This is an optimization exercise on Yosys and OpenROAD, whose aim is small area, a short achievable clock period and few clock cycles, not a production implementation. At most, simulation tests tie the RTL to the original design; equivalence was not proved. The RTL of runs 1 to 3 and 9 was laid out without a check of its function. Power figures rest on the tool's default switching activity, not on a simulated workload.

==> flow/standard.sh <==
#!/bin/bash
# synth_recipe.tcl (not shown) runs the flow's synth.tcl, then flattens the netlist and writes it again
# the make line also repeats each setting of config.mk as NAME=value (left out here)
make -C /OpenROAD-flow-scripts/flow DESIGN_CONFIG=/design/flow/config.mk WORK_HOME=/design/flow/orfs CLKGATE_MAP_FILE= SYNTH_SCRIPT=/design/flow/synth_recipe.tcl "${@:-finish}"
==> flow/design.v <==
module fpu(
    input  logic [31:0] op_A_in,
    input  logic [31:0] op_B_in,
    input  logic clk,
    input  logic reset,
    input  logic start,
    output logic [31:0] data_out,
    output logic [3:0]  status_out,
    output logic done
);
    logic [7:0]  ea, eb, e_l, gt, eq;
    logic [8:0]  d_ab, d_ba;
    logic [4:0]  sh;
    logic        a_ge_e, e_eq, fa_lt, a_big, s_l, eff_sub, swap_f, big;
    logic [25:0] m_a, m_b, m_l, m_s, m_s_sh, lost_mask;
    logic        sticky;
    logic [26:0] x, y, g, p, gg, pp, sum;
    always_comb begin
        ea   = op_A_in[30:23];
        eb   = op_B_in[30:23];
        m_a  = {|ea, op_A_in[22:0], 2'b00};
        m_b  = {|eb, op_B_in[22:0], 2'b00};
        d_ab = {1'b0, ea} - {1'b0, eb};
        d_ba = {1'b0, eb} - {1'b0, ea};
        gt = ea & ~eb;
        eq = ~(ea ^ eb);
        for (int l = 0; l < 3; l++)
            for (int i = 0; i < 8; i += 2 << l) begin
                gt[i] = gt[i + (1 << l)] | (eq[i + (1 << l)] & gt[i]);
                eq[i] = eq[i + (1 << l)] & eq[i];
            end
        a_ge_e = gt[0] | eq[0];
        e_eq   = eq[0];
        fa_lt  = op_A_in[22:0] < op_B_in[22:0];
        e_l  = a_ge_e ? ea  : eb;
        m_l  = a_ge_e ? m_a : m_b;
        m_s  = a_ge_e ? m_b : m_a;
        sh   = a_ge_e ? ea[4:0] - eb[4:0] : eb[4:0] - ea[4:0];
        a_big = e_eq ? ~fa_lt : a_ge_e;
        s_l   = a_big ? op_A_in[31] : op_B_in[31];
        eff_sub = op_A_in[31] ^ op_B_in[31];
        swap_f  = eff_sub & e_eq & fa_lt;
        big       = a_ge_e ? d_ab[7:0] > 8'd24 : d_ba[7:0] > 8'd24;
        m_s_sh    = big ? 26'd0 : (m_s >> sh);
        lost_mask = big ? 26'h3ffffff : ~(26'h3ffffff << sh);
        sticky    = |(m_s & lost_mask);
        x = {1'b0, m_l} ^ {27{eff_sub}};
        y = {1'b0, m_s_sh};
        g = x & y;
        p = x ^ y;
        gg = g;
        pp = p;
        gg[0] = g[0] | (p[0] & swap_f);
        for (int l = 0; l < 5; l++)
            for (int i = 26; i >= (1 << l); i--) begin
                gg[i] = gg[i] | (pp[i] & gg[i - (1 << l)]);
                pp[i] = pp[i] & pp[i - (1 << l)];
            end
        sum = (p ^ {27{eff_sub & ~swap_f}}) ^ {gg[25:0], swap_f};
    end
    logic [26:0] r;
    logic [7:0]  e_q;
    logic        s_q, sticky_q;
    always_ff @(posedge clk) begin
        r        <= sum;
        e_q      <= e_l;
        s_q      <= s_l;
        sticky_q <= sticky;
    end
    always_ff @(posedge clk or negedge reset) begin
        if (!reset) done <= 1'b0;
        else        done <= start;
    end
    logic        zero, left, c_out, uf, ovf;
    logic [25:0] w, n0, n1, n2, n3, n4, keep;
    logic [23:0] ca;
    logic [22:0] inc, f_out;
    logic [4:0]  k;
    logic [7:0]  e_p1, e_p2, e_nr, e_left, e_out, e4, e3, e2, e1;
    always_comb begin
        zero = ~|r;
        left = ~r[26] & ~r[25];
        w  = r[26] ? r[26:1] : r[25:0];
        ca = w[25:2];
        for (int l = 0; l < 5; l++)
            for (int i = 0; i < 24; i++)
                if (i[l]) ca[i] = ca[i] & ca[((i >> (l + 1)) << (l + 1)) + (1 << l) - 1];
        inc   = w[24:2] ^ ({ca[21:0], 1'b1} & {23{w[0]}});
        c_out = w[0] & ca[23];
        e_p1  = e_q + 8'd1;
        e_p2  = e_q + 8'd2;
        e_nr  = (r[26] & c_out) ? e_p2 : (r[26] | c_out) ? e_p1 : e_q;
        k[4] = ~|r[25:10]; n1 = k[4] ? {r[9:0], 16'd0} : r[25:0];
        e4 = k[4] ? e_q - 8'd16 : e_q;
        k[3] = ~|n1[25:18]; n2 = k[3] ? {n1[17:0], 8'd0} : n1;
        e3 = k[3] ? e4 - 8'd8 : e4;
        k[2] = ~|n2[25:22]; n3 = k[2] ? {n2[21:0], 4'd0} : n2;
        e2 = k[2] ? e3 - 8'd4 : e3;
        k[1] = ~|n3[25:24]; n4 = k[1] ? {n3[23:0], 2'd0} : n3;
        e1 = k[1] ? e2 - 8'd2 : e2;
        k[0] = ~n4[25];     n0 = k[0] ? {n4[24:0], 1'd0} : n4;
        e_left = k[0] ? e1 - 8'd1 : e1;
        keep = ~(26'h3ffffff >> e_q);
        uf   = ~r[26] & ~|(r[25:0] & keep);
        ovf  = (&e_q) | (~left & ((e_q == 8'd254 & (r[26] | c_out)) | (e_q == 8'd253 & r[26] & c_out)));
        e_out = left ? e_left : e_nr;
        f_out = left ? n0[24:2] : inc;
        if (zero) begin
            data_out = 32'd0;                   status_out = 4'b0001;
        end else if (ovf) begin
            data_out = {s_q, 8'hFF, 23'd0};     status_out = 4'b0100;
        end else if (uf) begin
            data_out = 32'd0;                   status_out = 4'b1000;
        end else begin
            data_out = {s_q, e_out, f_out};
            status_out = (w[0] && !left) || sticky_q ? 4'b0010 : 4'b0001;
        end
    end
endmodule
==> flow/config.mk <==
export PLATFORM = sky130hd
export DESIGN_NAME = fpu
export DESIGN_NICKNAME = fpu
export VERILOG_FILES = /design/flow/design.v
export SDC_FILE = /design/flow/constraint.sdc
export NUM_CORES = 4
export LEC_CHECK = 0
export ABC_AREA = 1
export CAP_MARGIN = 20
export CORE_MARGIN = 2
export CORE_UTILIZATION = 45
export GPL_TIMING_DRIVEN = 0
export SLEW_MARGIN = 20
==> flow/flow/run.sh <==
#!/bin/bash
# The standard layout, with plain buffers (sky130_fd_sc_hd__buf_1) on the
# ports in place of the delay cells that buffer_ports picks by default.
set -euo pipefail
export BUFFER_PORTS_ARGS="-buffer_cell sky130_fd_sc_hd__buf_1"
bash standard.sh > standard_make.log 2>&1
==> flow/constraint.sdc <==
create_clock -name core_clock -period 10.0 [get_ports {clk}]
set_input_delay 2.0000 -clock core_clock [delete_from_list [all_inputs] [get_ports {clk}]]
set_output_delay 2.0000 -clock core_clock [all_outputs]
set_load 0.01 [all_outputs]
==> results_dict.tcl, run 1 <==
set metrics [dict create \
    syn-cell-area_um2 10200 \
    total_power_mw 2.38 \
    grt.overflow.total 0 \
    worstSetupPathType "in2reg" \
    holdBufCountCts 0 \
    synth_edf_count 0 \
    setup_viol 0 \
    htree_levels 2 \
    dr.pass1.iters 8 \
    fillers 2461 \
    yosysMostFrequentCell "nand2_1" \
    cts_setup_buffers 0 \
    viasPerCell 5.60 \
    cp_common_cell "inv_1" \
    yosys-top-cells-area "nand2_1 (17%), o21ai_0 (12%), ha_1 (9.2%), inv_1 (8.5%), xor2_1 (7.3%)" \
    synth_seq_cells 38 \
    clock_sinks 38 \
    critical_path_required_ns 10.18 \
    synth_common_cells "nand2_1 (449), o21ai_0 (238), inv_1 (231)" \
    numCtsBuffers 5 \
    worst_setup_path_end_kind "register" \
    status "timing/DRC/antenna clean" \
    fmax_mhz 134 \
    yosysSeqAreaShare_pct 7.54 \
    layout-drive-gt1-share_pct 4.62 \
    place_congestion 1.01 \
    setup_tns_ns 0 \
    area_growth_pct 9.17 \
    crit_path_top_delay_cell "buf_1" \
    period_share_pct 74.9 \
    core_area_um2 22000 \
    worst_ep_arrival_time_ns 7.67 \
    root_buffer "clkbuf_16" \
    dieArea_um2 23800 \
    path_clk_slew_ns 0.06 \
    grt_pass1_vias 11653 \
    cts_tree "built" \
    drt_iter0_drc 1271 \
    start_util_pct 46.2 \
    final_nets 2069 \
    io_buffers 103 \
    grt_setup_unrepaired "false" \
    clk_path_buf_depth 2 \
    async_flop_share_pct 2.63 \
    dpl.hpwl_um 33500 \
    die_x_um 154 \
    relSlewSlack_pct 24.3 \
    syn_inst 1815 \
    num_vias 12357 \
    routedWlPerCell_um 17.8 \
    finalHoldViolCount 0 \
    synth.avg_cell_area_um2 5.59 \
    critPathBufInv 9 \
    synth-main-ff-cell "dfxtp_1" \
    antenna-diode-count 0 \
    grt_max_degree 14 \
    critical-path-top-delay-family "compound AO/OA/AOI/OAI gates" \
    cts_resized 0 \
    maxCapViolCount 0 \
    grt_pass1_wl_um 62100 \
    crit_fanout 10 \
    synth_top_area_cell "nand2_1" \
    drc 0 \
    ir_drop_mv 0.0728 \
    synth.distinct_cells 59 \
    leakagePower_nw 5.44 \
    holdCritPathClass "in2async" \
    fin_crit_ns 7.49 \
    power.density_nw_per_um2 215 \
    die_y_um 154 \
    rows 54 \
    fin_util_pct 50.5 \
    startpoint_type "input port" \
    slowest_delay_ns 0.47 \
    grt.total_usage_pct 32.9 \
    maxSlewViolCount 0 \
    drtAntennaViolNets 0 \
    io_pins 104 \
    wirelength_um 39300 \
    antenna_found_initial 1 \
    yosys_warnings 1 \
    synth_top_area_share_pct 16.6 \
    worstMarginPinSlew_ns 1.12 \
]
path summary, 6_finish.rpt:
| path | start | end | depth (start not counted) |
|---|---|---|---|
| min in group core_clock | start | done | 1 |
| max in group asynchronous | reset | done | 1 |
| worst max-delay path | op_A_in[28] | r[24] | 25 |
| worst min-delay path | reset | done | 1 |
cells in the final DEF, fill, tap and decap left out, types with 5 or more instances in the layout:
cell,instances
o221ai_1,6
clkbuf_1,43
nand2_2,15
nor3_1,27
a31oi_1,17
a21oi_1,106
o22ai_1,10
o31ai_1,6
o211ai_1,8
xnor2_1,23
nand2_1,449
nor2_1,150
o21bai_1,5
nor2_4,9
clkbuf_16,5
inv_1,231
dfxtp_1,37
nand4_1,22
xor2_1,85
inv_2,6
o21ai_0,238
nand3_1,84
nand2_4,5
buf_1,112
a211oi_1,15
o21ai_1,23
nor2_2,5
buf_2,17
buf_4,6
mux2i_1,21
ha_1,75
nand3b_1,6
state kept, by name, summed over array words and instances, names as in the netlist:
register / cells
done: 1
s_q: 1
r: 27
e_q: 8
sticky_q: 1
kinds of logic after synthesis:
family / Yosys count / synth area share, %
multiplexers: 21 / 2.07
flip-flops: 38 / 7.54
AND/OR/NAND/NOR: 790 / 33.7
buffers and inverters: 320 / 12.6
AO/OA/AOI/OAI: 461 / 25.1
adder cells (fa/ha/maj): 77 / 9.64
XOR/XNOR: 108 / 9.31
per-layer routing:
| metal | vias up | GRT usage (%) | part of all wire (%) |
|---|---|---|---|
| met2 | 497 | 57.0 | 46 |
| met3 | 113 | 1.79 | 5.1 |
| met5 | - | 0 | 0 |
| met4 | 0 | 19.4 | 6.6 |
| met1 | 5531 | 40.6 | 42 |
| li1 | 6216 | - | - |
cell type report:
class | count | area [um^2] | share of cell area [%]
clock buffer | 5 | 125 | 1.13
sequential | 38 | 766 | 6.91
multi-input combinational | 1457 | 8110 | 73.2
inverter | 241 | 906 | 8.17
buffer | 79 | 370 | 3.34
tap | 280 | 350 | 3.16
clock inverter | 3 | 68.8 | 0.621
timing repair buffer | 103 | 387 | 3.49
per-stage QoR:
stage          instances  setup WS, ns  hold slack [ns]  cell area, um^2
2_1_floorplan       1815          3.98             1.70            10200
3_3_place_gp        2198          2.30             1.76            10900
3_5_place_dp        2198          2.39             1.77            10900
4_1_cts             2206          2.68             1.47            11100
5_1_grt             2206          1.96             1.46            11100
6_report            2206          2.51             1.47            11100
power breakdown:
| group | internal (mW) | switching (mW) | leakage [nW] |
|---|---|---|---|
| logic | 0.586 | 1.30 | 5.02 |
| clock network | 0.143 | 0.0612 | 0.0940 |
| registers | 0.211 | 0.0880 | 0.323 |
| total | 0.940 | 1.44 | 5.44 |
==> run 2: changes to the inputs <==
--- a/flow/config.mk
+++ b/flow/config.mk
@@ -11,3 +11,4 @@
 export CORE_UTILIZATION = 45
 export GPL_TIMING_DRIVEN = 0
+export SETUP_SLACK_MARGIN = 3.3
 export SLEW_MARGIN = 20
==> run 2 against run 1 <==
Compared with the run above: synthesized area unchanged; via count increased by 0.48%; first-iteration DRC count decreased by 5.5%; clock power about the same; cell area increased by 2.8%; highest routed layer unchanged; power increased by 2.1%; critical endpoint is now r[13].
==> results_dict.tcl, run 2 <==
set metrics [dict create \
    clk_path_buf_depth 2 \
    grt.overflow.total 0 \
    grt_pass1_vias 11644 \
    io_pins 104 \
    drc 0 \
    power.density_nw_per_um2 214 \
    num_vias 12416 \
    dpl.hpwl_um 33500 \
    syn_inst 1815 \
    drtAntennaViolNets 0 \
    place_area_um2 10900 \
    setup_viol 0 \
    synth_edf_count 0 \
    dieArea_um2 23800 \
    synth_top_area_cell "nand2_1" \
    wirelength_um 39800 \
    synth-main-ff-cell "dfxtp_1" \
    holdBufCountCts 0 \
    async_flop_share_pct 2.63 \
    mostFrequentLayoutCells "nand2_1 (446), inv_1 (228), o21ai_0 (185)" \
    yosysSeqAreaShare_pct 7.54 \
    worst_setup_path_end_kind "register" \
    core_area_um2 22000 \
    mostFrequentLayoutCell "nand2_1" \
    finalHoldViolCount 0 \
    final_nets 2076 \
    start_util_pct 46.2 \
    cts_tree "built" \
    period_share_pct 65.4 \
    biggestRegsByFlops "r x27, e_q x8" \
    antenna_found_initial 1 \
    synth_top_area_share_pct 16.6 \
    slowest_delay_ns 0.39 \
    place_congestion 1.01 \
    fillers 2448 \
    cp_common_cell "inv_1" \
    viasPerCell 5.61 \
    dp_cells 2198 \
    setup_tns_ns 0 \
    worstSetupPathType "in2reg" \
    antenna-diode-count 0 \
    io_buffers 103 \
    dr.pass1.iters 8 \
    ir_drop_mv 0.0728 \
    fin_util_pct 51.9 \
    grt_pass1_wl_um 62300 \
    clock_sinks 38 \
    worstMarginPinSlew_ns 0.744 \
    grt.total_usage_pct 33.0 \
    drt_iter0_drc 1201 \
    status "timing/DRC/antenna clean" \
    yosys_warnings 1 \
    instances_no_fill 2213 \
    leakagePower_nw 5.59 \
    critical_path_required_ns 10.17 \
    largest_reg_flops 27 \
    synth.distinct_cells 59 \
    crit_fanout 10 \
    crit_path_top_delay_cell "ha_2" \
    yosysMostFrequentCell "nand2_1" \
    synth_common_cells "nand2_1 (449), o21ai_0 (238), inv_1 (231)" \
    grt_setup_unrepaired "false" \
    worst_ep_arrival_time_ns 6.72 \
    die_y_um 154 \
    root_buffer "clkbuf_16" \
    die_x_um 154 \
    relSlewSlack_pct 50.4 \
    fmax_mhz 153 \
    startpoint_type "input port" \
    synth.avg_cell_area_um2 5.59 \
    maxSlewViolCount 0 \
    maxCapViolCount 0 \
    rows 54 \
    design_area_um2 11400 \
    routedWlPerCell_um 18.0 \
    layout-drive-gt1-share_pct 8.69 \
    area_growth_pct 12.2 \
    yosys-top-cells-area "nand2_1 (17%), o21ai_0 (12%), ha_1 (9.2%), inv_1 (8.5%), xor2_1 (7.3%)" \
    holdCritPathClass "in2async" \
    htree_levels 2 \
    fin_crit_ns 6.54 \
    grt_max_degree 14 \
    numCtsBuffers 5 \
    regMostFlops "r" \
    syn-cell-area_um2 10200 \
    path_clk_slew_ns 0.06 \
    synth_seq_cells 38 \
]
==> run 2: kinds of logic after synthesis <==
| kind of cell | Yosys count | synth area share [%] |
|---|---|---|
| buffers and inverters | 320 | 12.6 |
| AO/OA/AOI/OAI | 461 | 25.1 |
| adder cells (fa/ha/maj) | 77 | 9.64 |
| AND/OR/NAND/NOR | 790 | 33.7 |
| multiplexers | 21 | 2.07 |
| XOR/XNOR | 108 | 9.31 |
| flip-flops | 38 | 7.54 |
==> run 2: cell type report <==
class                   count  area, um^2  area share (%)
plain buffers              79         419            3.68
clock buffers               5         125            1.10
clock inverters             3        68.8           0.604
inverters                 241         906            7.95
multi-input cells        1457        8320            73.0
flip-flops and latches     38         766            6.72
well taps                 280         350            3.07
repair buffers            110         443            3.89
==> run 2: timing repair <==
item | 4_1_cts | 5_1_grt
endpoints found under the setup margin | 23 | 23
gates resized for setup | 68 | 81
pin swaps | 2 | 6
hold endpoints to repair | 0 | 0
buffers inserted | 1 | 6
==> run 2: layer usage <==
layer	GRT usage (%)	share of wire, %	routed length, um	vias to the layer above
li1	-	-	-	6234
met1	40.9	42	16800	5623
met2	57.4	47	18700	458
met3	1.82	4.8	1920	101
met4	18.6	6.1	2410	0
met5	0	0	0	-
==> run 2: critical path, delay by kind of cell <==
| family | cells | cell delay (ns) |
|---|---|---|
| buffers and inverters | 9 | 1.01 |
| adders and majority gates | 2 | 0.76 |
| xor gates and xnor gates | 1 | 0.27 |
| AOI/OAI and AO/OA | 4 | 1.02 |
| and+or+nand+nor | 11 | 1.65 |
==> run 2: how the worst max path moves through the flow <==
stage,start,end,slack [ns],cells past startpoint
final,op_A_in[28],r[13],3.46,27
after global routing,op_A_in[28],r[16],3.26,34
after CTS,op_A_in[28],r[16],3.30,33
after detailed placement,op_A_in[28],r[13],2.39,26
after global placement,op_A_in[28],r[25],2.30,26
after floorplan,op_A_in[27],r[25],3.98,25
==> run 2: per-stage QoR <==
step                      hold WS (ns)  power, mW  setup WS (ns)
after global routing              1.46       2.65           3.26
final                             1.47       2.44           3.46
after floorplan                   1.70       1.56           3.98
after CTS                         1.47       2.37           3.30
after global placement            1.76       2.14           2.30
after detailed placement          1.77       2.14           2.39
==> run 2: report_power, final <==
part           switching [mW]  internal, mW  total, mW  leakage (nW)
clock network          0.0612         0.143      0.204        0.0940
logic                    1.32         0.612       1.93          5.17
registers              0.0879         0.211      0.299         0.323
==> run 3: changes to the inputs <==
==> flow/flow/run.sh (replaced) <==
#!/bin/bash
# The standard layout, with plain buffers (sky130_fd_sc_hd__buf_1) on the
# ports in place of the delay cells that buffer_ports picks by default, and
# the buffers that synthesis inserted removed at floorplan (the resizer
# buffers the nets again where they need it).
set -euo pipefail
export BUFFER_PORTS_ARGS="-buffer_cell sky130_fd_sc_hd__buf_1"
export REMOVE_ABC_BUFFERS=1
bash standard.sh > standard_make.log 2>&1
--- a/flow/config.mk
+++ b/flow/config.mk
@@ -11,4 +11,3 @@
 export CORE_UTILIZATION = 45
 export GPL_TIMING_DRIVEN = 0
-export SETUP_SLACK_MARGIN = 3.3
 export SLEW_MARGIN = 20
==> run 3 against run 2 <==
Compared with the run above: first-iteration DRC count is 44% lower; still clean on timing, DRC and antenna; clock-buffer cell count increased by 1; synthesized area is the same; via count down 5.4%; setup slack worse by 2.4 ns; clock power is 23% lower.
==> results_dict.tcl, run 3 <==
set metrics [dict create \
    status "timing/DRC/antenna clean" \
    dieArea_um2 23800 \
    drtAntennaViolNets 0 \
    mostFrequentLayoutCells "nand2_1 (448), o21ai_0 (237), inv_1 (231)" \
    holdWs_ns 1.47 \
    dr.pass1.iters 5 \
    fmax_mhz 111 \
    maxSlewViolCount 0 \
    synth_seq_cells 38 \
    final_nets 1993 \
    synth.avg_cell_area_um2 5.59 \
    worstSetupPathType "in2reg" \
    place_ws_ns 1.02 \
    crit_fanout 29 \
    syn_inst 1815 \
    numCtsBuffers 5 \
    relSlewSlack_pct 30.3 \
    syn-cell-area_um2 10200 \
    multi_input_area_um2 8140 \
    htree_levels 2 \
    regMostFlops "r" \
    routedWlPerCell_um 16.0 \
    leakagePower_nw 5.26 \
    yosys_warnings 1 \
    synth_top_area_share_pct 16.6 \
    root_buffer "clkbuf_16" \
    fin_util_pct 49.0 \
    rows 54 \
    cts_setup_buffers 0 \
    grt_max_degree 81 \
    place_area_um2 10600 \
    antenna-diode-count 0 \
    yosysMostFrequentCell "nand2_1" \
    critical_path_required_ns 10.21 \
    cts_tree "built" \
    power.density_nw_per_um2 205 \
    num_vias 11746 \
    antenna_found_initial 0 \
    worstMarginPinSlew_ns 1.05 \
    worst_setup_path_end_kind "register" \
    largest_reg_flops 27 \
    die_y_um 154 \
    fillers 2501 \
    grt_setup_unrepaired "false" \
    cts_resized 0 \
    layout-drive-gt1-share_pct 3.84 \
    async_flop_share_pct 2.63 \
    path_clk_slew_ns 0.05 \
    grt_pass1_wl_um 54600 \
    io_buffers 103 \
    core_area_um2 22000 \
    fin_crit_ns 8.98 \
    startpoint_type "input port" \
    clk_path_buf_depth 2 \
    mostFrequentLayoutCell "nand2_1" \
    instances_no_fill 2130 \
    period_share_pct 89.8 \
    synth_edf_count 0 \
    wirelength_um 34000 \
    setup_tns_ns 0 \
    yosysSeqAreaShare_pct 7.54 \
    clock_sinks 38 \
    setup_viol 0 \
    area_growth_pct 6.06 \
    io_pins 104 \
    dpl.hpwl_um 28300 \
    holdBufCountCts 0 \
    maxCapViolCount 0 \
    synth_top_area_cell "nand2_1" \
    synth-main-ff-cell "dfxtp_1" \
    viasPerCell 5.51 \
    drt_iter0_drc 674 \
    worst_slack_ns 1.02 \
    yosys-top-cells-area "nand2_1 (17%), o21ai_0 (12%), ha_1 (9.2%), inv_1 (8.5%), xor2_1 (7.3%)" \
    grt.overflow.total 0 \
    synth_common_cells "nand2_1 (449), o21ai_0 (238), inv_1 (231)" \
    design_area_um2 10800 \
    place_congestion 0.992 \
    biggestRegsByFlops "r x27, e_q x8" \
    finalHoldViolCount 0 \
    grt.total_usage_pct 28.0 \
    drc 0 \
    worst_ep_arrival_time_ns 9.19 \
    dp_cells 2122 \
    seqCellArea_um2 767 \
    synth.distinct_cells 59 \
    grt_pass1_vias 10822 \
    holdCritPathClass "in2async" \
    start_util_pct 46.2 \
    die_x_um 154 \
    total_power_mw 2.21 \
    ir_drop_mv 0.0712 \
]
==> run 3: per-layer routing <==
metal  share of wire [%]  vias to the layer above  global-route usage, %
met5                   0                        -                      0
met2                  50                      330                   52.0
met4                 4.8                        0                   13.7
li1                    -                     6066                      -
met1                  42                     5275                   33.0
met3                 3.3                       75                  0.785
==> run 3: how the worst max path moves through the flow <==
stage / start / to / slack [ns]
final: op_A_in[23] / r[25] / 1.02
after global routing: op_A_in[23] / r[25] / 0.61
after CTS: op_A_in[23] / r[25] / 1.28
after detailed placement: op_A_in[23] / r[25] / 1.02
after global placement: op_A_in[23] / r[25] / -2.63
after floorplan: op_A_in[27] / r[25] / 1.0
==> run 3: logic make-up (layout without fill, tap and decap cells) <==
family | Yosys count | after routing | share of synthesized area, %
compound gates | 461 | 461 | 25.1
simple gates | 790 | 790 | 33.7
buf+inv | 320 | 355 | 12.6
mux | 21 | 21 | 2.07
fa+ha+maj | 77 | 77 | 9.64
xor+xnor | 108 | 108 | 9.31
flops | 38 | 38 | 7.54
==> run 3: worst max-delay path, stage by stage <==
cell and delay [ns]:
buf_1 0.19, inv_1 0.07, ha_1 0.88, nand4_1 0.30, nand3_4 0.33, inv_1 0.40, o21ai_0 0.92, inv_1 0.40
nand2_1 0.60, inv_1 0.40, nand2_1 0.45, a21oi_1 0.07, o21bai_1 0.18, ha_1 0.45, nand2_1 0.14, nor3_1 0.31
nand3_1 0.10, o21ai_0 0.51, nand3b_1 0.16, nand3_1 0.14, xor2_1 0.16
==> run 3: area by class of cell <==
type	instances	share of cell area, %
Inverter	241	8.41
Tap cell	280	3.25
Multi-Input combinational cell	1457	75.6
Sequential cell	38	7.12
Timing Repair Buffer	106	4.21
Clock buffer	6	1.29
Clock inverter	2	0.116
==> run 3: power by group <==
group | switching [mW] | internal [mW]
clock | 0.0586 | 0.0985
combinational | 1.18 | 0.569
sequential | 0.0940 | 0.211
==> run 4: changes to the inputs <==
--- a/flow/design.v
+++ b/flow/design.v
@@ -77,5 +77,5 @@
     logic [22:0] inc, f_out;
     logic [4:0]  k;
-    logic [7:0]  e_p1, e_p2, e_nr, e_left, e_out, e4, e3, e2, e1;
+    logic [7:0]  e_p1, e_p2, e_nr, e_left, e_out;
     always_comb begin
         zero = ~|r;
@@ -92,13 +92,9 @@
         e_nr  = (r[26] & c_out) ? e_p2 : (r[26] | c_out) ? e_p1 : e_q;
         k[4] = ~|r[25:10]; n1 = k[4] ? {r[9:0], 16'd0} : r[25:0];
-        e4 = k[4] ? e_q - 8'd16 : e_q;
         k[3] = ~|n1[25:18]; n2 = k[3] ? {n1[17:0], 8'd0} : n1;
-        e3 = k[3] ? e4 - 8'd8 : e4;
         k[2] = ~|n2[25:22]; n3 = k[2] ? {n2[21:0], 4'd0} : n2;
-        e2 = k[2] ? e3 - 8'd4 : e3;
         k[1] = ~|n3[25:24]; n4 = k[1] ? {n3[23:0], 2'd0} : n3;
-        e1 = k[1] ? e2 - 8'd2 : e2;
         k[0] = ~n4[25];     n0 = k[0] ? {n4[24:0], 1'd0} : n4;
-        e_left = k[0] ? e1 - 8'd1 : e1;
+        e_left = e_q - {3'd0, k};
         keep = ~(26'h3ffffff >> e_q);
         uf   = ~r[26] & ~|(r[25:0] & keep);
==> flow/flow/run.sh (replaced) <==
#!/bin/bash
# The standard layout, with plain buffers (sky130_fd_sc_hd__buf_1) on the
# ports in place of the delay cells that buffer_ports picks by default.
set -euo pipefail
export BUFFER_PORTS_ARGS="-buffer_cell sky130_fd_sc_hd__buf_1"
bash standard.sh > standard_make.log 2>&1
--- a/flow/config.mk
+++ b/flow/config.mk
@@ -11,3 +11,4 @@
 export CORE_UTILIZATION = 45
 export GPL_TIMING_DRIVEN = 0
+export SETUP_SLACK_MARGIN = 2.8
 export SLEW_MARGIN = 20
==> run 4 against run 3 <==
Compared with the run above: still clean; combinational power rose by 9%; setup slack improved by 2.3 ns; via count rose by 6.4%; synthesized cell count rose by 1.3%; sequential power barely moved; sequential share of layout area fell by 0.093 points; routed wire length rose by 10%; critical path type is now reg2out; critical endpoint is now data_out[29]; largest cell class unchanged.
==> results_dict.tcl, run 4 <==
set metrics [dict create \
    die_x_um 153 \
    startpoint_type "register" \
    synth.avg_cell_area_um2 5.42 \
    worst_slack_ns 3.37 \
    root_buffer "clkbuf_16" \
    synth_top_area_cell "nand2_1" \
    grt_pass1_vias 11441 \
    maxCapViolCount 0 \
    power.density_nw_per_um2 219 \
    period_share_pct 66.3 \
    syn-cell-area_um2 9980 \
    mostFrequentLayoutCell "nand2_1" \
    fillers 2471 \
    antenna-diode-count 0 \
    viasPerCell 5.60 \
    setup_viol 0 \
    async_flop_share_pct 2.63 \
    critical_path_required_ns 8.00 \
    dp_cells 2222 \
    ir_drop_mv 0.0777 \
    final_nets 2093 \
    grt_max_degree 14 \
    grt.total_usage_pct 31.3 \
    cts_tree "built" \
    relSlewSlack_pct 50.5 \
    clk_path_buf_depth 2 \
    antenna_found_initial 0 \
    path_clk_slew_ns 0.06 \
    grt_pass1_wl_um 59700 \
    start_util_pct 45.7 \
    place_ws_ns 3.04 \
    routedWlPerCell_um 16.8 \
    io_buffers 103 \
    mostFrequentLayoutCells "nand2_1 (496), inv_1 (227), o21ai_0 (194)" \
    synth_seq_cells 38 \
    multi_input_area_um2 7930 \
    place_congestion 0.993 \
    num_vias 12497 \
    met3_length_um 1880 \
    area_growth_pct 9.22 \
    drtAntennaViolNets 0 \
    crit_fanout 10 \
    cp_common_cell "nand2_1" \
    fmax_mhz 151 \
    synth_top_area_share_pct 18.7 \
    holdCritPathClass "in2async" \
    drc 0 \
    yosysSeqAreaShare_pct 7.68 \
    dr_wl_met2_um 17700 \
    grt.overflow.total 0 \
    setup_tns_ns 0 \
    dr.pass1.iters 9 \
    layout-drive-gt1-share_pct 5.13 \
    die_y_um 153 \
    leakagePower_nw 5.55 \
    crit_path_top_delay_cell "fa_1" \
    maxSlewViolCount 0 \
    finalHoldViolCount 0 \
    worst_ep_arrival_time_ns 4.63 \
    status "timing/DRC/antenna clean" \
    met1Wirelength_um 16400 \
    wirelength_um 37500 \
    worst_setup_path_end_kind "primary output" \
    worstMarginPinSlew_ns 0.743 \
    core_area_um2 21800 \
    numCtsBuffers 5 \
    seqCellArea_um2 766 \
    yosys-top-cells-area "nand2_1 (19%), o21ai_0 (9.9%), ha_1 (9.3%), nand3_1 (9.3%), inv_1 (8.5%)" \
    cts_setup_buffers 0 \
    instances_no_fill 2230 \
    drt_iter0_drc 892 \
    dieArea_um2 23400 \
    synth.distinct_cells 56 \
    rows 54 \
    fin_crit_ns 6.63 \
    synth_common_cells "nand2_1 (496), inv_1 (227), o21ai_0 (197)" \
    syn_inst 1839 \
    clock_sinks 38 \
    regMostFlops "r" \
    slowest_delay_ns 0.45 \
    io_pins 104 \
    total_power_mw 2.39 \
    worstSetupPathType "reg2out" \
    yosysMostFrequentCell "nand2_1" \
    topRoutingLayerUsed "met4" \
    synth_edf_count 0 \
    biggestRegsByFlops "r x27, e_q x8" \
    largest_reg_flops 27 \
    synth-main-ff-cell "dfxtp_1" \
    grt_setup_unrepaired "false" \
    dpl.hpwl_um 31500 \
    htree_levels 2 \
    yosys_warnings 1 \
]
==> run 4: cell families (layout without fill, tap and decap cells) <==
group           Yosys count  count (layout)  share of synthesized area (%)
buf+inv                 313             424                           12.9
simple gates            919             919                           39.6
fa+ha+maj                77              77                           9.88
compound gates          399             399                           21.7
xor+xnor                 91              91                           7.99
mux                       2               2                          0.201
flops                    38              38                           7.68
==> run 4: metal layers <==
| metal | global-route usage, % | vias to the layer above |
|---|---|---|
| met1 | 40.4 | 5657 |
| met2 | 54.9 | 504 |
| li1 | - | 6255 |
| met3 | 1.56 | 81 |
| met4 | 12.5 | 0 |
| met5 | 0 | - |
==> run 4: stage by stage <==
step	util (%)	area, um^2	hold slack, ns
after floorplan	-	9980	1.70
after global placement	49.1	10700	1.76
after detailed placement	49.1	10700	1.76
after CTS	49.9	10900	1.46
after global routing	49.9	10900	1.47
final	49.9	10900	1.46
==> run 4: cell type report <==
class | instances | share of cell area, %
multi-input cells | 1488 | 72.8
inverters | 235 | 8.12
flip-flops and latches | 38 | 7.03
plain buffers | 78 | 3.77
repair buffers | 103 | 3.55
well taps | 280 | 3.22
clock buffers | 5 | 1.15
clock inverters | 3 | 0.413
==> run 4: report_power, final <==
| part | switching (mW) | leakage (nW) | internal (mW) |
|---|---|---|---|
| clock | 0.0705 | 0.0760 | 0.118 |
| sequential | 0.0964 | 0.323 | 0.211 |
| combinational | 1.27 | 5.15 | 0.618 |
| total | 1.44 | 5.55 | 0.947 |
==> run 4: repair_timing <==
item                                    in CTS  in global routing
hold buffers                                 0                  0
resized for setup                            0                 14
endpoints found under the setup margin       0                  5
==> run 4: final timing paths <==
path | start | end
setup / recovery | r[24] | data_out[29]
hold / removal | reset | done
max in group asynchronous | reset | done
min in group core_clock | start | done
==> run 4: worst max-delay path, delay by kind of cell, from the launching register on <==
kind	cells	cell delay (ns)
buffers and inverters	6	0.66
AOI/OAI and AO/OA	3	0.49
and+or+nand+nor	20	2.20
adders and majority gates	2	0.59
DFF	1	0.40
Testbench counts of run 4, summed over its fixed seeds: cycles 3,200.
==> run 5: changes to the inputs <==
--- a/flow/config.mk
+++ b/flow/config.mk
@@ -11,4 +11,4 @@
 export CORE_UTILIZATION = 45
 export GPL_TIMING_DRIVEN = 0
-export SETUP_SLACK_MARGIN = 2.8
+export SETUP_SLACK_MARGIN = 3.8
 export SLEW_MARGIN = 20
==> run 5 against run 4 <==
Compared with the run above: fmax rose by 9.5%; power rose by 11%; largest power group unchanged; clock power barely moved; non-clock buffer count rose by 53; combinational power rose by 14%; clock-buffer cell count did not move; first-iteration DRC count rose by 11%; via count rose by 1.8%; critical path depth fell by 3; hold slack got worse by 0.0014 ns; die area did not move; sequential cell count did not move.
==> results_dict.tcl, run 5 <==
set metrics [dict create \
    worstSetupPathType "reg2out" \
    drt_iter0_drc 994 \
    dr.pass1.iters 6 \
    ir_drop_mv 0.0834 \
    mostFrequentLayoutCell "nand2_1" \
    core_area_um2 21800 \
    synthMuxAreaShare_pct 0.201 \
    maxSlewViolCount 0 \
    synth_seq_cells 38 \
    clock_sinks 38 \
    path_clk_slew_ns 0.06 \
    endpoint "data_out[29]" \
    mostFrequentLayoutCells "nand2_1 (470), inv_1 (223), nand3_1 (179)" \
    die_y_um 153 \
    maxCapViolCount 0 \
    io_pins 104 \
    synth_compound_area_share_pct 21.7 \
    finalHoldViolCount 0 \
    place_congestion 0.993 \
    synth_edf_count 0 \
    synth_top_family_by_area "simple AND/OR/NAND/NOR gates" \
    synth.distinct_cells 56 \
    top_usage_layer "met2" \
    place_area_um2 10700 \
    synth.avg_cell_area_um2 5.42 \
    grt_pass1_vias 11547 \
    crit_fanout 9 \
    critical_path_required_ns 8.00 \
    grt_use_met2_pct 55.2 \
    yosysMostFrequentCell "nand2_1" \
    multi_input_area_um2 8520 \
    dpl.hpwl_um 31500 \
    cp_common_cell "nand2_8" \
    worst_ep_arrival_time_ns 4.06 \
    antenna_found_initial 0 \
    slowest_delay_ns 0.37 \
    worstMarginPinSlew_ns 0.749 \
    design_area_um2 12100 \
    syn_inst 1839 \
    yosys_warnings 1 \
    start_util_pct 45.7 \
    total_power_mw 2.66 \
    synth_common_cells "nand2_1 (496), inv_1 (227), o21ai_0 (197)" \
    synthXorXnorAreaFrac_pct 7.99 \
    relSlewSlack_pct 50.1 \
    fmax_mhz 165 \
    grt_max_degree 14 \
    grt.total_usage_pct 31.5 \
    async_flop_share_pct 2.63 \
    power.density_nw_per_um2 221 \
    grt_setup_unrepaired "true" \
    die_x_um 153 \
    htree_levels 2 \
    area_growth_pct 20.8 \
    dieArea_um2 23400 \
    fillers 2375 \
    period_share_pct 60.6 \
    synth-main-ff-cell "dfxtp_1" \
    cp_num_cells 28 \
    synthSimpleGateAreaFrac_pct 39.6 \
    antenna-diode-count 0 \
    setup_tns_ns 0 \
    leakagePower_nw 5.99 \
    drtAntennaViolNets 0 \
    viasPerCell 5.57 \
    final_nets 2146 \
    worst_setup_path_end_kind "primary output" \
    critPathBufInv 6 \
    holdCritPathClass "in2async" \
    holdBufCountCts 0 \
    fin_crit_ns 6.06 \
    layout-drive-gt1-share_pct 14.8 \
    drc 0 \
    use_met3_pct 1.62 \
    setup_viol 0 \
    critical-path-top-delay-family "simple AND/OR/NAND/NOR gates" \
    grt_pass1_wl_um 60000 \
    grt.overflow.total 0 \
    synth_top_area_share_pct 18.7 \
    rows 54 \
    seqCellArea_um2 798 \
    largest_reg_flops 27 \
    yosysSeqAreaShare_pct 7.68 \
    yosys-top-cells-area "nand2_1 (19%), o21ai_0 (9.9%), ha_1 (9.3%), nand3_1 (9.3%), inv_1 (8.5%)" \
    numCtsBuffers 5 \
    syn-cell-area_um2 9980 \
    wirelength_um 38700 \
    crit_path_top_delay_cell "fa_2" \
    cts_tree "built" \
    root_buffer "clkbuf_16" \
    clk_path_buf_depth 2 \
    startpoint_type "register" \
    num_vias 12726 \
    gr-usage-met1_pct 40.4 \
    synthAdderAreaFrac_pct 9.88 \
    status "timing/DRC/antenna clean" \
    io_buffers 103 \
    synth_top_area_cell "nand2_1" \
    crit_path_start "r[12]" \
    routedWlPerCell_um 16.9 \
    regMostFlops "r" \
    biggestRegsByFlops "r x27, e_q x8" \
]
-- run 5: changes by cell type in the layout (fill, tap and decap cells not counted), moves of 19 or more --
cell | previous run | this run
nand2_1 | 496 | 470
o21ai_1 | 15 | 54
nand2_2 | 9 | 29
o21ai_2 | 5 | 24
o21ai_0 | 194 | 132
buf_4 | 9 | 62
-- run 5: cell families (layout without fill, tap and decap cells) --
kind of cell / count (synthesis) / in the layout
AOI/OAI and AO/OA: 399 / 399
and+or+nand+nor: 919 / 919
DFF: 38 / 38
adders and majority gates: 77 / 77
buffers and inverters: 313 / 477
xor gates and xnor gates: 91 / 91
muxes: 2 / 2
-- run 5: repair_timing --
| action | in CTS | in global routing |
|---|---|---|
| pin swaps | 7 | 61 |
| resized for setup | 85 | 214 |
| cloned | 0 | 2 |
| setup endpoints to repair | 22 | 29 |
| setup buffers | 5 | 46 |
-- run 5: per-layer routing --
layer	part of all wire [%]	wire length [um]
met1	43	16500
met2	48	18400
met3	5.1	1960
met4	4.7	1800
met5	0	0
-- run 5: layout make-up --
type | count | share of cell area, %
Tap cell | 280 | 2.91
Sequential cell | 38 | 6.62
Timing Repair Buffer | 156 | 6.78
Inverter | 235 | 7.52
Multi-Input combinational cell | 1488 | 70.7
Clock inverter | 3 | 0.374
Buffer | 78 | 4.09
Clock buffer | 5 | 1.04
-- run 5: power by group --
group	leakage, nW	switching, mW	internal, mW
Sequential	0.325	0.0876	0.222
Combinational	5.59	1.39	0.769
Clock	0.0760	0.0728	0.118
Total	5.99	1.55	1.11
-- run 5: stage by stage --
| stage | utilization [%] | hold slack, ns | setup slack, ns | instances |
|---|---|---|---|---|
| floorplan | - | 1.70 | 4.35 | 1839 |
| global placement | 49.1 | 1.76 | 3.03 | 2222 |
| detailed placement | 49.1 | 1.76 | 3.04 | 2222 |
| CTS | 50.8 | 1.46 | 3.80 | 2235 |
| global route | 55.2 | 1.47 | 3.71 | 2283 |
| finish | 55.2 | 1.46 | 3.94 | 2283 |
-- run 5: how the worst min path moves through the flow --
stage,start,to,cells after the start
2_1_floorplan,reset,done,0
3_3_place_gp,reset,done,1
3_5_place_dp,reset,done,1
4_1_cts,reset,done,1
5_1_grt,reset,done,1
6_report,reset,done,1
==> run 6: changes to the inputs <==
--- a/flow/config.mk
+++ b/flow/config.mk
@@ -11,4 +11,4 @@
 export CORE_UTILIZATION = 45
 export GPL_TIMING_DRIVEN = 0
-export SETUP_SLACK_MARGIN = 3.8
+export SETUP_SLACK_MARGIN = 3.3
 export SLEW_MARGIN = 20
==> run 6 against run 5 <==
Compared with the run above: critical path type unchanged; combinational power decreased by 11%; setup slack got worse by 0.32 ns; global-route usage decreased by 0.12 points; utilization decreased by 4.3 points; hold slack about the same; sequential cell count unchanged; non-clock buffer count decreased by 43; highest routed layer unchanged; sequential share of layout area increased by 0.35 points; cell count decreased by 1.9%.
==> results_dict.tcl, run 6 <==
set metrics [dict create \
    status "timing/DRC/antenna clean" \
    crit_path_top_delay_cell "dfxtp_1" \
    relSlewSlack_pct 50.8 \
    dieArea_um2 23400 \
    fin_crit_ns 6.38 \
    mostFrequentLayoutCell "nand2_1" \
    layout-drive-gt1-share_pct 7.19 \
    die_y_um 153 \
    biggestRegsByFlops "r x27, e_q x8" \
    worst_setup_path_end_kind "primary output" \
    syn-cell-area_um2 9980 \
    grt_pass1_wl_um 59700 \
    area_growth_pct 11.3 \
    multi_input_area_um2 8020 \
    synth_top_area_cell "nand2_1" \
    worstMarginPinSlew_ns 0.737 \
    synth-main-ff-cell "dfxtp_1" \
    slowest_delay_ns 0.47 \
    maxSlewViolCount 0 \
    synth_common_cells "nand2_1 (496), inv_1 (227), o21ai_0 (197)" \
    yosysMostFrequentCell "nand2_1" \
    antenna_found_initial 0 \
    final_nets 2103 \
    grt_pass1_vias 11441 \
    drtAntennaViolNets 0 \
    wirelength_um 37600 \
    power.density_nw_per_um2 218 \
    leakagePower_nw 5.64 \
    viasPerCell 5.56 \
    synth.avg_cell_area_um2 5.42 \
    mostFrequentLayoutCells "nand2_1 (495), inv_1 (227), nand3_1 (185)" \
    setup_tns_ns 0 \
    holdCritPathClass "in2async" \
    io_pins 104 \
    io_buffers 103 \
    fmax_mhz 157 \
    core_area_um2 21800 \
    htree_levels 2 \
    setup_viol 0 \
    syn_inst 1839 \
    num_vias 12457 \
    dr.pass1.iters 8 \
    period_share_pct 63.8 \
    drc 0 \
    routedWlPerCell_um 16.8 \
    clock_sinks 38 \
    worstSetupPathType "reg2out" \
    regMostFlops "r" \
    yosys_warnings 1 \
    synth.distinct_cells 56 \
    clk_path_buf_depth 2 \
    startpoint_type "register" \
    place_congestion 0.993 \
    ir_drop_mv 0.0792 \
    synth_edf_count 0 \
    path_clk_slew_ns 0.06 \
    async_flop_share_pct 2.63 \
    synth_top_area_share_pct 18.7 \
    numCtsBuffers 5 \
    finalHoldViolCount 0 \
    yosysSeqAreaShare_pct 7.68 \
    critical_path_required_ns 8.00 \
    root_buffer "clkbuf_16" \
    die_x_um 153 \
    grt.total_usage_pct 31.3 \
    worst_ep_arrival_time_ns 4.38 \
    crit_fanout 10 \
    grt.overflow.total 0 \
    total_power_mw 2.42 \
    seqCellArea_um2 774 \
    rows 54 \
    maxCapViolCount 0 \
    dpl.hpwl_um 31500 \
    fillers 2453 \
    largest_reg_flops 27 \
    grt_max_degree 14 \
    grt_setup_unrepaired "false" \
    synth_seq_cells 38 \
    drt_iter0_drc 894 \
    cts_tree "built" \
    yosys-top-cells-area "nand2_1 (19%), o21ai_0 (9.9%), ha_1 (9.3%), nand3_1 (9.3%), inv_1 (8.5%)" \
    start_util_pct 45.7 \
    antenna-diode-count 0 \
]
[run 6: cell counts after synthesis]
No cell type changed its count.
[run 6: worst paths after layout]
path	from	endpoint	slack [ns]	cells past startpoint
worst max-delay path	r[11]	data_out[29]	3.62	31
worst min-delay path	reset	done	1.46	1
max in group asynchronous	reset	done	8.44	1
min in group core_clock	start	done	1.82	1
[run 6: per-stage QoR]
| stage | worst slack, ns | std cells | hold WS [ns] | utilization (%) | instance area, um^2 |
|---|---|---|---|---|---|
| final | 3.62 | 2240 | 1.46 | 50.9 | 11100 |
| after global routing | 3.28 | 2240 | 1.47 | 50.9 | 11100 |
| after CTS | 3.34 | 2230 | 1.46 | 49.9 | 10900 |
| after floorplan | 4.35 | 1839 | 1.70 | - | 9980 |
| after detailed placement | 3.04 | 2222 | 1.76 | 49.1 | 10700 |
| after global placement | 3.03 | 2222 | 1.76 | 49.1 | 10700 |
[run 6: kinds of logic after synthesis]
| logic type | Yosys count | synth area share (%) |
|---|---|---|
| AO/OA/AOI/OAI | 399 | 21.7 |
| AND/OR/NAND/NOR | 919 | 39.6 |
| buffers and inverters | 313 | 12.9 |
| multiplexers | 2 | 0.201 |
| XOR/XNOR | 91 | 7.99 |
| flip-flops | 38 | 7.68 |
| adder cells (fa/ha/maj) | 77 | 9.88 |
[run 6: area by class of cell]
type	instances	area share, %
sequential	38	6.98
clock inverter	3	0.406
tap	280	3.16
multi-input combinational	1488	72.3
clock buffer	5	1.13
buffer	78	3.87
inverter	235	8.04
timing repair buffer	113	4.18
[run 6: layer usage]
metal	part of all wire, %	wire length (um)	vias up	GRT usage [%]
li1	-	-	6277	-
met3	4.3	1630	90	1.56
met4	4.5	1680	0	12.5
met5	0	0	-	0
met1	44	16600	5647	40.4
met2	47	17700	443	54.9
[run 6: where the power goes]
group / internal, mW / switching, mW / total [mW]
sequential: 0.214 / 0.0982 / 0.312
combinational: 0.634 / 1.29 / 1.92
clock: 0.118 / 0.0722 / 0.190
total: 0.966 / 1.46 / 2.42
[run 6: timing repair]
item / 4_1_cts / 5_1_grt
setup endpoints to repair: 0 / 23
gates resized for setup: 0 / 84
buffers inserted: 0 / 10
hold buffers: 0 / 0
[run 6: worst max-delay path, delay by kind of cell, from the launching register on]
kind | cells | cell delay, ns
buffers and inverters | 7 | 0.81
flip-flops | 1 | 0.47
AO/OA/AOI/OAI | 3 | 0.42
AND/OR/NAND/NOR | 19 | 1.86
adder cells (fa/ha/maj) | 2 | 0.53
==> run 7: changes to the inputs <==
==> flow/flow/run.sh (replaced) <==
#!/bin/bash
# The standard layout, with plain buffers (sky130_fd_sc_hd__buf_1) on the
# ports in place of the delay cells that buffer_ports picks by default.
# Timing repair aims at 4.0 ns of setup slack up to clock tree synthesis,
# and at 3.3 ns in the repair after global routing.
set -euo pipefail
export BUFFER_PORTS_ARGS="-buffer_cell sky130_fd_sc_hd__buf_1"
SETUP_SLACK_MARGIN=4.0 bash standard.sh cts > standard_make_to_cts.log 2>&1
SETUP_SLACK_MARGIN=3.3 bash standard.sh > standard_make.log 2>&1
--- a/flow/config.mk
+++ b/flow/config.mk
@@ -11,4 +11,3 @@
 export CORE_UTILIZATION = 45
 export GPL_TIMING_DRIVEN = 0
-export SETUP_SLACK_MARGIN = 3.3
 export SLEW_MARGIN = 20
==> run 7 against run 6 <==
Compared with the run above: still clean; synthesized area stayed put; clock power is essentially flat; clock-buffer cell count unchanged; cell area grew 4.0%; non-clock buffer count rose by 23; critical path depth fell by 3; combinational power is 8% higher; routed wire length up 1.4%; sequential cell count unchanged; sequential share of layout area is 0.051 points lower; cell count up 1.0%; synthesized cell count did not move; largest power group unchanged.
==> results_dict.tcl, run 7 <==
set metrics [dict create \
    synthXorXnorAreaFrac_pct 7.99 \
    fin_crit_ns 6.14 \
    dr.pass1.iters 7 \
    num_vias 12632 \
    yosys-top-cells-area "nand2_1 (19%), o21ai_0 (9.9%), ha_1 (9.3%), nand3_1 (9.3%), inv_1 (8.5%)" \
    relSlewSlack_pct 51.7 \
    grt_pass1_vias 11786 \
    synth_top_family_by_area "simple AND/OR/NAND/NOR gates" \
    final_nets 2126 \
    period_share_pct 61.4 \
    root_buffer "clkbuf_16" \
    synth.distinct_cells 56 \
    antenna-diode-count 0 \
    synth_compound_area_share_pct 21.7 \
    yosysMostFrequentCell "nand2_1" \
    start_util_pct 45.7 \
    grt_max_degree 14 \
    holdBufCountCts 0 \
    grt_setup_unrepaired "false" \
    yosysSeqAreaShare_pct 7.68 \
    syn-cell-area_um2 9980 \
    path_clk_slew_ns 0.06 \
    maxCapViolCount 0 \
    wirelength_um 38100 \
    synth_top_area_share_pct 18.7 \
    cts_tree "built" \
    holdCritPathClass "in2async" \
    fillers 2413 \
    dieArea_um2 23400 \
    drc 0 \
    numCtsBuffers 5 \
    synth_seq_cells 38 \
    io_pins 104 \
    crit_fanout 10 \
    grt.total_usage_pct 32.0 \
    area_growth_pct 15.7 \
    clock_sinks 38 \
    core_area_um2 21800 \
    grt_pass1_wl_um 61100 \
    htree_levels 2 \
    regMostFlops "r" \
    setup_tns_ns 0 \
    worstMarginPinSlew_ns 0.724 \
    ir_drop_mv 0.0770 \
    async_flop_share_pct 2.63 \
    worst_ep_arrival_time_ns 6.31 \
    io_buffers 103 \
    clk_path_buf_depth 2 \
    synthAdderAreaFrac_pct 9.88 \
    rows 54 \
    drt_iter0_drc 911 \
    fmax_mhz 163 \
    biggestRegsByFlops "r x27, e_q x8" \
    dpl.hpwl_um 31500 \
    viasPerCell 5.58 \
    leakagePower_nw 5.81 \
    syn_inst 1839 \
    antenna_found_initial 0 \
    die_y_um 153 \
    synth.avg_cell_area_um2 5.42 \
    synthSimpleGateAreaFrac_pct 39.6 \
    synth-main-ff-cell "dfxtp_1" \
    die_x_um 153 \
    synth_edf_count 0 \
    synth_top_area_cell "nand2_1" \
    setup_viol 0 \
    critical_path_required_ns 10.17 \
    grt.overflow.total 0 \
    synth_common_cells "nand2_1 (496), inv_1 (227), o21ai_0 (197)" \
    drtAntennaViolNets 0 \
    status "timing/DRC/antenna clean" \
    layout-drive-gt1-share_pct 10.9 \
    design_area_um2 11500 \
    place_area_um2 10700 \
    power.density_nw_per_um2 222 \
    yosys_warnings 1 \
    worstSetupPathType "in2reg" \
    routedWlPerCell_um 16.8 \
    worst_setup_path_end_kind "register" \
    mostFrequentLayoutCells "nand2_1 (480), inv_1 (227), nand3_1 (179)" \
    maxSlewViolCount 0 \
    largest_reg_flops 27 \
    finalHoldViolCount 0 \
    mostFrequentLayoutCell "nand2_1" \
    startpoint_type "input port" \
    synthMuxAreaShare_pct 0.201 \
    place_congestion 0.993 \
]
-- run 7: cell counts after synthesis --
Identical to the previous run, type by type.
-- run 7: final cells by class --
cell class | count | area, um^2 | share of cell area (%)
Inverter | 235 | 896 | 7.76
Multi-Input combinational cell | 1488 | 8220 | 71.2
Sequential cell | 38 | 800 | 6.93
Buffer | 78 | 463 | 4.01
Tap cell | 280 | 350 | 3.03
Clock buffer | 5 | 125 | 1.08
Clock inverter | 3 | 45.0 | 0.390
Timing Repair Buffer | 136 | 649 | 5.62
-- run 7: metrics by stage --
stage                     setup slack (ns)  cells  power, mW  utilization (%)  hold slack [ns]
after floorplan                       4.35   1839       1.62                -             1.70
after global placement                3.03   2222       2.15             49.1             1.76
after detailed placement              3.04   2222       2.16             49.1             1.76
after CTS                             4.00   2263       2.52             52.9             1.46
after global routing                  3.35   2263       2.80             52.9             1.47
final                                 3.86   2263       2.56             52.9             1.46
-- run 7: path summary, 6_finish.rpt --
| check | start | end | slack [ns] |
|---|---|---|---|
| worst max-delay path | op_A_in[29] | r[26] | 3.86 |
| worst min-delay path | reset | done | 1.46 |
| max in group asynchronous | reset | done | 8.44 |
| min in group core_clock | start | done | 1.82 |
-- run 7: power by group --
group          switching, mW  leakage, nW  internal [mW]
logic                   1.35         5.41          0.714
clock network         0.0731       0.0760          0.118
registers             0.0804        0.326          0.222
-- run 7: cells by family (layout without fill, tap and decap cells) --
family	Yosys count	in the layout
AO/OA/AOI/OAI	399	399
XOR/XNOR	91	91
adder cells (fa/ha/maj)	77	77
buffers and inverters	313	457
flip-flops	38	38
multiplexers	2	2
AND/OR/NAND/NOR	919	919
-- run 7: what timing repair did --
| action | 4_1_cts | 5_1_grt |
|---|---|---|
| gates resized for setup | 165 | 0 |
| buffers inserted | 32 | 0 |
| endpoints found under the setup margin | 29 | 0 |
-- run 7: routing by layer --
metal  wire length, um  GRT usage [%]  part of all wire (%)  vias up
met4              1990           14.4                   5.2        0
met1             16400           40.7                    43     5714
met2             17900           55.9                    47      470
met3              1860           1.79                   4.9      112
met5                 0              0                     0        -
li1                  -              -                     -     6336
-- run 7: critical path, stage by stage --
cell,delay [ns]
buf_1,0.12
inv_1,0.08
ha_1,0.28
buf_2,0.18
inv_2,0.06
nor3_2,0.22
nand4_1,0.15
nand3_1,0.13
inv_1,0.12
buf_4,0.21
nor2_1,0.11
nand4_1,0.09
nand2_2,0.14
nand2_1,0.08
inv_1,0.17
buf_4,0.23
nand2_2,0.13
o22ai_2,0.23
ha_1,0.34
a21oi_1,0.21
inv_1,0.09
a31oi_1,0.22
o21ai_0,0.14
a21oi_1,0.14
nand2_1,0.13
nand2_1,0.09
nand3_1,0.07
xor2_1,0.14
==> run 8: changes to the inputs <==
--- a/flow/config.mk
+++ b/flow/config.mk
@@ -9,5 +9,6 @@
 export CAP_MARGIN = 20
 export CORE_MARGIN = 2
-export CORE_UTILIZATION = 45
+export CORE_UTILIZATION = 55
 export GPL_TIMING_DRIVEN = 0
+export PLACE_DENSITY = 0.8
 export SLEW_MARGIN = 20
==> run 8 against run 7 <==
Compared with the run above: non-clock buffer count grew 17; setup slack got worse by 0.14 ns; clock-buffer cell count did not move; via count is 4.4% higher; utilization up 12 points; fmax shrank 2.2%; sequential cell count unchanged; still clean; critical endpoint is now data_out[22]; hold slack improved by 0.0065 ns; clock power increased by 9.9%; power grew 2.7%; cell area grew 0.49%; largest power group unchanged.
==> results_dict.tcl, run 8 <==
set metrics [dict create \
    routedWlPerCell_um 16.7 \
    dieArea_um2 19200 \
    grt_pass1_wl_um 60600 \
    mostFrequentLayoutCell "nand2_1" \
    synth_seq_cells 38 \
    crit_fanout 10 \
    worst_setup_path_end_kind "primary output" \
    leakagePower_nw 5.91 \
    syn-cell-area_um2 9980 \
    slowest_delay_ns 0.36 \
    synth.avg_cell_area_um2 5.42 \
    maxCapViolCount 0 \
    grt_setup_unrepaired "false" \
    root_buffer "clkbuf_16" \
    antenna_found_initial 0 \
    power_frac_seq_pct 11.4 \
    io_buffers 103 \
    maxSlewViolCount 0 \
    drtAntennaViolNets 0 \
    critical_path_required_ns 8.00 \
    pwr-share-clk_pct 8.0 \
    synth.distinct_cells 56 \
    holdCritPathClass "in2async" \
    synth_top_family_by_area "simple AND/OR/NAND/NOR gates" \
    htree_levels 2 \
    drt_iter0_drc 1504 \
    fin_crit_ns 6.27 \
    num_vias 13189 \
    dr.pass1.iters 8 \
    synthMuxAreaShare_pct 0.201 \
    worstMarginPinSlew_ns 0.763 \
    synthXorXnorAreaFrac_pct 7.99 \
    largest_reg_flops 27 \
    relSlewSlack_pct 49.0 \
    numCtsBuffers 5 \
    worst_ep_arrival_time_ns 4.27 \
    syn_inst 1839 \
    worstSetupPathType "reg2out" \
    synth_top_area_share_pct 18.7 \
    layout-drive-gt1-share_pct 11.3 \
    yosysSeqAreaShare_pct 7.68 \
    cts_tree "built" \
    viasPerCell 5.92 \
    start_util_pct 55.7 \
    synth-main-ff-cell "dfxtp_1" \
    dpl.hpwl_um 29200 \
    intPower_mw 1.11 \
    synthAdderAreaFrac_pct 9.88 \
    clock_sinks 38 \
    grt.total_usage_pct 38.0 \
    combPwrFrac_pct 80.6 \
    startpoint_type "register" \
    async_flop_share_pct 2.63 \
    holdWs_ns 1.47 \
    core_area_um2 17900 \
    regMostFlops "r" \
    grt.overflow.total 0 \
    p_sw_mw 1.52 \
    synth_top_area_cell "nand2_1" \
    swShare_pct 57.9 \
    final_nets 2143 \
    setup_tns_ns 0 \
    clk_path_buf_depth 2 \
    yosys-top-cells-area "nand2_1 (19%), o21ai_0 (9.9%), ha_1 (9.3%), nand3_1 (9.3%), inv_1 (8.5%)" \
    crit_path_top_delay_cell "dfxtp_4" \
    synth_compound_area_share_pct 21.7 \
    yosys_warnings 1 \
    rows 49 \
    yosysMostFrequentCell "nand2_1" \
    fmax_mhz 159 \
    wirelength_um 37200 \
    grt_pass1_vias 12545 \
    place_congestion 1.05 \
    synth_edf_count 0 \
    mostFrequentLayoutCells "nand2_1 (482), inv_1 (225), nand3_1 (178)" \
    synthSimpleGateAreaFrac_pct 39.6 \
    die_x_um 139 \
    status "timing/DRC/antenna clean" \
    die_y_um 139 \
    area_growth_pct 16.3 \
    ir_drop_mv 0.190 \
    path_clk_slew_ns 0.07 \
    biggestRegsByFlops "r x27, e_q x8" \
    drc 0 \
    synth_common_cells "nand2_1 (496), inv_1 (227), o21ai_0 (197)" \
    period_share_pct 62.7 \
    power.density_nw_per_um2 227 \
    fillers 1774 \
    grt_max_degree 14 \
    cp_common_cell "buf_4" \
    antenna-diode-count 0 \
    finalHoldViolCount 0 \
    io_pins 104 \
    setup_viol 0 \
]
[run 8: layer usage]
| metal | vias to the layer above | global-route usage [%] | part of all wire [%] |
|---|---|---|---|
| met5 | - | 0 | 0 |
| met1 | 5874 | 47.0 | 40 |
| met3 | 209 | 5.01 | 8.6 |
| met2 | 743 | 63.3 | 45 |
| met4 | 0 | 22.8 | 6.9 |
| li1 | 6363 | - | - |
[run 8: repair_timing]
item                       in CTS  in global routing
setup endpoints to repair      27                  0
hold endpoints to repair        0                  0
buffers inserted               49                  0
resized for setup             165                  0
hold buffers                    0                  0
[run 8: per-stage QoR]
stage                     total power [mW]  setup slack [ns]  util [%]  instance area, um^2  instances
final                                 2.63              3.73      64.8                11600       2229
after global routing                  2.85              3.39      64.8                11600       2229
after CTS                             2.53              4.00      64.8                11600       2229
after detailed placement              2.12              3.00      59.5                10600       2171
after global placement                2.09              2.99      59.5                10600       2171
after floorplan                       1.62              4.35         -                 9980       1839
[run 8: cells by family (layout without fill, tap and decap cells)]
family	count (synthesis)	count (layout)
buffers and inverters	313	474
muxes	2	2
and+or+nand+nor	919	919
DFF	38	38
AOI/OAI and AO/OA	399	399
adders and majority gates	77	77
xor gates and xnor gates	91	91
[run 8: worst max-delay path: cells and delay by family (launching register included)]
family,cells,cell delay (ns)
and+or+nand+nor,8,0.78
AOI/OAI and AO/OA,4,0.58
DFF,1,0.36
buffers and inverters,17,2.26
[run 8: worst paths after layout]
path / from / endpoint / slack [ns] / cells past startpoint
worst max-delay path: r[25] / data_out[22] / 3.73 / 29
worst min-delay path: reset / done / 1.47 / 1
max in group asynchronous: reset / done / 8.44 / 1
min in group core_clock: start / done / 1.85 / 1
[run 8: power by group through the flow]
stage	Sequential [mW]	Clock (mW)	Combinational [mW]
2_1_floorplan	0.254	0	1.37
3_3_place_gp	0.293	0	1.80
4_1_cts	0.292	0.211	2.03
6_report	0.300	0.210	2.12
3_5_place_dp	0.295	0	1.82
5_1_grt	0.302	0.218	2.33
[run 8: area by class of cell]
| class | count | area (um^2) | area share (%) |
|---|---|---|---|
| buffer | 78 | 472 | 4.07 |
| timing repair buffer | 153 | 779 | 6.72 |
| tap | 229 | 287 | 2.47 |
| inverter | 235 | 897 | 7.73 |
| clock buffer | 5 | 125 | 1.08 |
| sequential | 38 | 795 | 6.85 |
| clock inverter | 3 | 68.8 | 0.593 |
| multi-input combinational | 1488 | 8180 | 70.5 |
==> run 9: changes to the inputs <==
--- a/flow/design.v
+++ b/flow/design.v
@@ -77,5 +77,5 @@
     logic [22:0] inc, f_out;
     logic [4:0]  k;
-    logic [7:0]  e_p1, e_p2, e_nr, e_left, e_out;
+    logic [7:0]  e_p1, e_p2, e_nr, e_left, e_out, e4, e3, e2, e1;
     always_comb begin
         zero = ~|r;
@@ -92,9 +92,13 @@
         e_nr  = (r[26] & c_out) ? e_p2 : (r[26] | c_out) ? e_p1 : e_q;
         k[4] = ~|r[25:10]; n1 = k[4] ? {r[9:0], 16'd0} : r[25:0];
+        e4 = k[4] ? e_q - 8'd16 : e_q;
         k[3] = ~|n1[25:18]; n2 = k[3] ? {n1[17:0], 8'd0} : n1;
+        e3 = k[3] ? e4 - 8'd8 : e4;
         k[2] = ~|n2[25:22]; n3 = k[2] ? {n2[21:0], 4'd0} : n2;
+        e2 = k[2] ? e3 - 8'd4 : e3;
         k[1] = ~|n3[25:24]; n4 = k[1] ? {n3[23:0], 2'd0} : n3;
+        e1 = k[1] ? e2 - 8'd2 : e2;
         k[0] = ~n4[25];     n0 = k[0] ? {n4[24:0], 1'd0} : n4;
-        e_left = e_q - {3'd0, k};
+        e_left = k[0] ? e1 - 8'd1 : e1;
         keep = ~(26'h3ffffff >> e_q);
         uf   = ~r[26] & ~|(r[25:0] & keep);
--- a/flow/config.mk
+++ b/flow/config.mk
@@ -9,6 +9,5 @@
 export CAP_MARGIN = 20
 export CORE_MARGIN = 2
-export CORE_UTILIZATION = 55
+export CORE_UTILIZATION = 45
 export GPL_TIMING_DRIVEN = 0
-export PLACE_DENSITY = 0.8
 export SLEW_MARGIN = 20
==> run 9 against run 8 <==
Compared with the run above: setup slack gained 0.085 ns; synthesized cell count shrank 1.3%; still clean; first-iteration DRC count shrank 25%; power shrank 3.6%; clock power shrank 2%; via count shrank 4.4%; highest routed layer unchanged; critical path type is now in2reg; critical path depth grew 1; critical endpoint is now r[23]; routed wire length grew 7.4%; non-clock buffer count shrank 15; hold slack gained 0.0022 ns; largest power group unchanged; die area grew 24%; synthesized area grew 1.8%.
==> results_dict.tcl, run 9 <==
set metrics [dict create \
    drtAntennaViolNets 0 \
    wirelength_um 40000 \
    yosysMostFrequentCell "nand2_1" \
    die_x_um 154 \
    pwr-share-clk_pct 8.1 \
    holdCritPathClass "in2async" \
    setup_viol 0 \
    maxSlewViolCount 0 \
    numCtsBuffers 5 \
    leakagePower_nw 5.83 \
    io_pins 104 \
    synth_top_area_cell "nand2_1" \
    rows 54 \
    htree_levels 2 \
    place_congestion 1.04 \
    worst_setup_path_end_kind "register" \
    drc 0 \
    antenna-diode-count 0 \
    yosys_warnings 1 \
    mostFrequentLayoutCells "nand2_1 (440), inv_1 (227), o21ai_0 (171)" \
    period_share_pct 61.9 \
    slowest_delay_ns 0.39 \
    grt_max_degree 14 \
    maxCapViolCount 0 \
    worst_ep_arrival_time_ns 6.40 \
    layout-drive-gt1-share_pct 13.0 \
    startpoint_type "input port" \
    synth_seq_cells 38 \
    synth_edf_count 0 \
    cp_common_cell "inv_1" \
    critPathBufInv 10 \
    area_growth_pct 18.0 \
    grt.overflow.total 0 \
    biggestRegsByFlops "r x27, e_q x8" \
    mostFrequentLayoutCell "nand2_1" \
    combPwrFrac_pct 80.0 \
    yosys-top-cells-area "nand2_1 (17%), o21ai_0 (12%), ha_1 (9.2%), inv_1 (8.5%), xor2_1 (7.3%)" \
    intPower_mw 1.03 \
    status "timing/DRC/antenna clean" \
    viasPerCell 5.63 \
    yosysSeqAreaShare_pct 7.54 \
    largest_reg_flops 27 \
    crit_fanout 10 \
    synth.distinct_cells 59 \
    critical_path_required_ns 10.21 \
    dr.pass1.iters 6 \
    start_util_pct 46.2 \
    antenna_found_initial 0 \
    syn_inst 1815 \
    worstSetupPathType "in2reg" \
    num_vias 12615 \
    syn-cell-area_um2 10200 \
    worstMarginPinSlew_ns 0.755 \
    grt.total_usage_pct 33.0 \
    finalHoldViolCount 0 \
    swShare_pct 59.5 \
    crit_path_start "op_B_in[27]" \
    place_area_um2 10900 \
    synth_top_area_share_pct 16.6 \
    critical-path-top-delay-family "compound AO/OA/AOI/OAI gates" \
    synth.avg_cell_area_um2 5.59 \
    core_area_um2 22000 \
    grt_pass1_wl_um 62600 \
    power_frac_seq_pct 11.9 \
    grt_pass1_vias 11910 \
    die_y_um 154 \
    grt_setup_unrepaired "false" \
    drt_iter0_drc 1127 \
    routedWlPerCell_um 17.8 \
    synth-main-ff-cell "dfxtp_1" \
    path_clk_slew_ns 0.05 \
]
## run 9: how the worst max path moves through the flow
stage | to | slack (ns) | cells past startpoint
final | r[23] | 3.81 | 30
after CTS | r[13] | 3.99 | 28
after global placement | r[13] | 2.31 | 26
after global routing | r[16] | 3.46 | 33
after floorplan | r[26] | 4.01 | 25
after detailed placement | r[13] | 2.31 | 26
## run 9: what timing repair did
| item | in CTS | in global routing |
|---|---|---|
| hold buffers | 0 | 0 |
| resized for setup | 235 | 0 |
| setup endpoints to repair | 30 | 0 |
| setup buffers | 32 | 0 |
## run 9: area by class of cell
type,instances,area [um^2]
inverter,241,911
multi-input combinational,1457,8630
timing repair buffer,137,673
tap,280,350
buffer,79,459
sequential,38,767
clock buffer,5,125
clock inverter,3,68.8
fill,2347,9970
## run 9: logic make-up (layout without fill, tap and decap cells)
group	Yosys count	after routing	share of synthesized area, %
AO/OA/AOI/OAI	461	461	25.1
XOR/XNOR	108	108	9.31
adder cells (fa/ha/maj)	77	77	9.64
buffers and inverters	320	465	12.6
flip-flops	38	38	7.54
multiplexers	21	21	2.07
AND/OR/NAND/NOR	790	790	33.7
## run 9: through the flow
stage | total power [mW] | setup slack [ns] | util [%] | std cells | hold WS (ns)
floorplan | 1.56 | 4.01 | - | 1815 | 1.70
global placement | 2.14 | 2.31 | 49.6 | 2198 | 1.76
detailed placement | 2.14 | 2.31 | 49.6 | 2198 | 1.77
CTS | 2.49 | 3.99 | 54.6 | 2240 | 1.47
global route | 2.74 | 3.46 | 54.6 | 2240 | 1.47
finish | 2.54 | 3.81 | 54.6 | 2240 | 1.47
## run 9: per-layer routing
metal	routed length [um]	vias to the layer above	global-route usage (%)
met5	0	-	0
met4	3410	0	25.2
met3	1990	132	2.02
met2	18100	531	56.0
met1	16500	5641	39.3
li1	-	6311	-
## run 9: power groups by stage
stage | combinational, mW | sequential (mW) | clock [mW]
after floorplan | 1.31 | 0.254 | 0
after global placement | 1.84 | 0.297 | 0
after detailed placement | 1.84 | 0.297 | 0
after CTS | 1.99 | 0.297 | 0.209
after global routing | 2.22 | 0.304 | 0.214
final | 2.03 | 0.301 | 0.206

Check on run 9: ideal ports give 3.810 ns setup slack; a clkbuf_16 on the clock port and buf_2 on the inputs give 3.828 ns; moving port delays by the midpoint clock arrival (0.324 ns) as well gives 3.504 ns.
